What follows belongs to an exercise in optimizing a design on an open flow for small area and a short achievable clock period; a production flow would make more cautious choices.
In this exercise RTL edits were held to simulation tests only and were not proved equivalent to the original.

==> xenon: inputs <==
// SCDDataPath
module SCDDataPath(ALUout, instr, reset, clk);
output [31:0] ALUout;
input clk, reset;
input [31:0] instr;
wire RegDst, ALUSrc, MemtoReg, RegWrite, MemRead, MemWrite, Branch, ALUOp0, ALUOp1;
wire o0, o1, o2;
wire [31:0] ReadData1, ReadData2, BOperand, AluRes, WriteData, ReadMemData, signextended, k;
wire [63:0] H2;
wire [4:0] WriteReg;
ANDarray control_unit(RegDst, ALUSrc, MemtoReg, RegWrite, MemRead, MemWrite, Branch, ALUOp0, ALUOp1, instr[31:26]);
alu_control alu_con(o0, o1, o2, instr[5:0], ALUOp1, ALUOp0);
sign_extender sign_extend(signextended, instr[15:0]);
alu_early early(k, signextended, ALUSrc, o2);
assign WriteReg = RegDst ? instr[15:11] : instr[20:16];
RegFile32 register_file(clk, reset, instr[25:21], instr[20:16], WriteData, WriteReg, RegWrite,
                        ReadData1, H2);
genvar j;
generate
for (j = 0; j < 32; j = j + 1) begin : bt
  wire rb;
  g_nand2 rd2(ReadData2[j], H2[2*j], H2[2*j+1]);
  g_a21oi rbm(rb, H2[2*j], H2[2*j+1], ALUSrc);
  g_xor2 bx(BOperand[j], rb, k[j]);
end
endgenerate
bit32_2to1mux wd(WriteData, MemtoReg, AluRes, ReadMemData);
ALU alu_instance(ReadData1, BOperand, o2, {o1, o0}, AluRes, ALUout);
data_memory data_mem(clk, AluRes[4:0], ReadData2, MemWrite, ReadMemData);
endmodule
==> module alu_early, before the edit <==
module alu_early(k, imm, alusrc, o2);
output [31:0] k;
input [31:0] imm;
input alusrc, o2;
assign k = alusrc ? imm : {32{o2}};
endmodule
==> module SCDDataPath, before the edit <==
module SCDDataPath(ALUout, instr, reset, clk);
output [31:0] ALUout;
input clk, reset;
input [31:0] instr;
wire RegDst, ALUSrc, MemtoReg, RegWrite, MemRead, MemWrite, Branch, ALUOp0, ALUOp1;
wire o0, o1, o2;
wire [31:0] ReadData1, ReadData2, BOperand, AluRes, WriteData, ReadMemData, signextended, k;
wire [63:0] H2;
wire [4:0] WriteReg;
ANDarray control_unit(RegDst, ALUSrc, MemtoReg, RegWrite, MemRead, MemWrite, Branch, ALUOp0, ALUOp1, instr[31:26]);
alu_control alu_con(o0, o1, o2, instr[5:0], ALUOp1, ALUOp0);
sign_extender sign_extend(signextended, instr[15:0]);
alu_early early(k, signextended, ALUSrc, o2);
assign WriteReg = RegDst ? instr[15:11] : instr[20:16];
RegFile32 register_file(clk, reset, instr[25:21], instr[20:16], WriteData, WriteReg, RegWrite,
                        ReadData1, H2);
genvar j;
generate
for (j = 0; j < 32; j = j + 1) begin : bt
  wire rb;
  g_nand2 rd2(ReadData2[j], H2[2*j], H2[2*j+1]);
  g_a21oi rbm(rb, H2[2*j], H2[2*j+1], ALUSrc);
  g_xor2 bx(BOperand[j], rb, k[j]);
end
endgenerate
bit32_2to1mux wd(WriteData, MemtoReg, AluRes, ReadMemData);
ALU alu_instance(ReadData1, BOperand, o2, {o1, o0}, AluRes, ALUout);
data_memory data_mem(clk, AluRes[4:0], ReadData2, MemWrite, ReadMemData);
endmodule
make LEC_CHECK=0 CAP_MARGIN=20 CORE_MARGIN=2 CORE_UTILIZATION=40 CTS_BUF_LIST='sky130_fd_sc_hd__clkbuf_8 sky130_fd_sc_hd__clkbuf_16' CTS_CLUSTER_DIAMETER=100 CTS_CLUSTER_SIZE=30 SETUP_SLACK_MARGIN=3 SLEW_MARGIN=20 SYNTH_HIERARCHICAL=1 finish   # period 10.5 ns
run.sh (not shown) runs the stock make flow with config.mk's settings and CLKGATE_MAP_FILE= SYNTH_SCRIPT=/design/flow/synth_recipe.tcl, a recipe that flattens the netlist after the stock synthesis.
==> umber: changes against xenon <==
--- a/flow/design.v
+++ b/flow/design.v
@@ -6,2 +6,7 @@
 endmodule
+module addr_add(addr, a, imm);
+output [4:0] addr;
+input [4:0] a, imm;
+assign addr = a + imm;
+endmodule
 module bop_bit(out, r, alusrc, k);
@@ -46,2 +51,12 @@
 endmodule
+module g_nor3(y, a, b, c);
+output y;
+input a, b, c;
+assign y = ~(a | b | c);
+endmodule
+module g_a21o(y, a1, a2, b1);
+output y;
+input a1, a2, b1;
+assign y = (a1 & a2) | b1;
+endmodule
 module g_a22oi(y, a1, a2, b1, b2);
@@ -678,3 +693,19 @@
 input alusrc, o2;
-assign k = alusrc ? imm : {32{o2}};
+genvar j;
+generate
+for (j = 0; j < 32; j = j + 1) begin : bt
+  g_a21o a(k[j], alusrc, imm[j], o2);
+end
+endgenerate
+endmodule
+module alusrc_dec(alusrc, op);
+output alusrc;
+input [5:0] op;
+wire a, b0, b, y, z;
+g_nand3 ga(a, op[5], op[1], op[0]);
+g_nor3 gb0(b0, op[5], op[1], op[0]);
+g_nand2 gb(b, op[3], b0);
+g_nand2 gy(y, a, b);
+g_nor2 gz(z, op[4], op[2]);
+g_and2 gs(alusrc, y, z);
 endmodule
@@ -815,3 +846,5 @@
 wire [4:0] WriteReg;
-ANDarray control_unit(RegDst, ALUSrc, MemtoReg, RegWrite, MemRead, MemWrite, Branch, ALUOp0, ALUOp1, instr[31:26]);
+wire ALUSrcCtl;
+ANDarray control_unit(RegDst, ALUSrcCtl, MemtoReg, RegWrite, MemRead, MemWrite, Branch, ALUOp0, ALUOp1, instr[31:26]);
+alusrc_dec alusrc_fast(ALUSrc, instr[31:26]);
 alu_control alu_con(o0, o1, o2, instr[5:0], ALUOp1, ALUOp0);
@@ -833,3 +866,5 @@
 ALU alu_instance(ReadData1, BOperand, o2, {o1, o0}, AluRes, ALUout);
-data_memory data_mem(clk, AluRes[4:0], ReadData2, MemWrite, ReadMemData);
+wire [4:0] MemAddr;
+addr_add aadd(MemAddr, ReadData1[4:0], instr[4:0]);
+data_memory data_mem(clk, MemAddr, ReadData2, MemWrite, ReadMemData);
 endmodule
- CORE_UTILIZATION: 40 -> 55
- CTS_CLUSTER_DIAMETER: 100 -> 80
- CTS_CLUSTER_SIZE: 30 -> 20
==> ember: changes against xenon <==
--- a/flow/design.v
+++ b/flow/design.v
@@ -6,2 +6,7 @@
 endmodule
+module addr_add(addr, a, imm);
+output [4:0] addr;
+input [4:0] a, imm;
+assign addr = a + imm;
+endmodule
 module bop_bit(out, r, alusrc, k);
@@ -46,2 +51,12 @@
 endmodule
+module g_nor3(y, a, b, c);
+output y;
+input a, b, c;
+assign y = ~(a | b | c);
+endmodule
+module g_a21o(y, a1, a2, b1);
+output y;
+input a1, a2, b1;
+assign y = (a1 & a2) | b1;
+endmodule
 module g_a22oi(y, a1, a2, b1, b2);
@@ -678,3 +693,19 @@
 input alusrc, o2;
-assign k = alusrc ? imm : {32{o2}};
+genvar j;
+generate
+for (j = 0; j < 32; j = j + 1) begin : bt
+  g_a21o a(k[j], alusrc, imm[j], o2);
+end
+endgenerate
+endmodule
+module alusrc_dec(alusrc, op);
+output alusrc;
+input [5:0] op;
+wire a, b0, b, y, z;
+g_nand3 ga(a, op[5], op[1], op[0]);
+g_nor3 gb0(b0, op[5], op[1], op[0]);
+g_nand2 gb(b, op[3], b0);
+g_nand2 gy(y, a, b);
+g_nor2 gz(z, op[4], op[2]);
+g_and2 gs(alusrc, y, z);
 endmodule
@@ -815,3 +846,5 @@
 wire [4:0] WriteReg;
-ANDarray control_unit(RegDst, ALUSrc, MemtoReg, RegWrite, MemRead, MemWrite, Branch, ALUOp0, ALUOp1, instr[31:26]);
+wire ALUSrcCtl;
+ANDarray control_unit(RegDst, ALUSrcCtl, MemtoReg, RegWrite, MemRead, MemWrite, Branch, ALUOp0, ALUOp1, instr[31:26]);
+alusrc_dec alusrc_fast(ALUSrc, instr[31:26]);
 alu_control alu_con(o0, o1, o2, instr[5:0], ALUOp1, ALUOp0);
@@ -833,3 +866,5 @@
 ALU alu_instance(ReadData1, BOperand, o2, {o1, o0}, AluRes, ALUout);
-data_memory data_mem(clk, AluRes[4:0], ReadData2, MemWrite, ReadMemData);
+wire [4:0] MemAddr;
+addr_add aadd(MemAddr, ReadData1[4:0], instr[4:0]);
+data_memory data_mem(clk, MemAddr, ReadData2, MemWrite, ReadMemData);
 endmodule
- CORE_UTILIZATION: 40 -> 50
- CTS_CLUSTER_DIAMETER: 100 -> 80
- CTS_CLUSTER_SIZE: 30 -> 20
- GPL_ROUTABILITY_DRIVEN: not set -> 0
==> metrics.yaml <==
vias: 58500
fillers: 12800
hold_slack_ps: 528
outcome: "finished clean"
cp_cell_sequence: "buf_12, nor2b_4, buf_6, and3_4, buf_12, buf_12, a22oi_2, nand4_1, nor2_4, a21oi_4, xor2_4, nor2_4, o21ai_4, a21oi_4, o21ai_4, a21oi_4, o21ai_2, xor2_1, buf_4, buf_6"
grt_start_max_net_pins: 95
# the run above: ember

==> metrics.yaml <==
io_pins: 66
grt_start_max_net_pins: 52
outcome: "finished clean"
cp_cell_sequence: "buf_12, nor2b_4, buf_8, and3_4, buf_12, buf_4, a22oi_2, nand4_1, nor2_4, a21oi_2, xor2_2, buf_4, nor2_4, o21ai_2, buf_4, a21oi_4, buf_12, o21ai_4, a21oi_4, o21ai_4, xor2_4, buf_6"
timing.setup.tns_ps: 0
slew_headroom: 0.201
drc: 0
fillers: 18300
power_uw: 14800
max_stage_delay_ps: 280
vias: 58500
# the run above: xenon

==> metrics.yaml <==
outcome: "finished clean"
grt_start_max_net_pins: 95
vias: 58100
cp_cell_sequence: "buf_12, buf_6, and3_4, and3_4, buf_12, buf_4, a22oi_1, nand4_1, nor2_2, a21oi_2, xor2_2, nand3_1, o21ai_2, a21oi_2, o21ai_1, a21oi_2, o21ai_4, xor2_4, clkbuf_2"
hold_slack_ps: 506
# the run above: umber

## static timing again, ports no longer ideal
How much do the figures lean on ideal ports? The routed layouts below were timed once more, with nothing changed but the port constraints.
Step 1 sets driving cells, clkbuf_16 on the clock port and buf_2 on the other inputs (assumed; they add their load-dependent delay and slew).
Step 2 adds t to the input delays and takes it off the output delays; t is the mean of the earliest and latest rising clock arrival at the registers after step 1. Input paths then give back, and output paths get back, about the clock's delay inside the block.
a / b / c = ideal / step 1 / step 2; a / b = the first two.
run | t (ns) | setup slack, ns | worst register clock-pin slew, ns
xenon | 0.879 | 2.654 / 2.501 / 1.935 | 0.12 / 0.12
umber | 0.866 | 2.480 / 2.431 / 2.151 | 0.09 / 0.09
ember | 0.903 | 2.676 / 2.627 / 2.075 | 0.09 / 0.09
After both steps setup and hold are still met in every run listed. The setup slack of xenon, which loses most, moves by -0.153 ns with the drivers and by -0.719 ns with both steps.
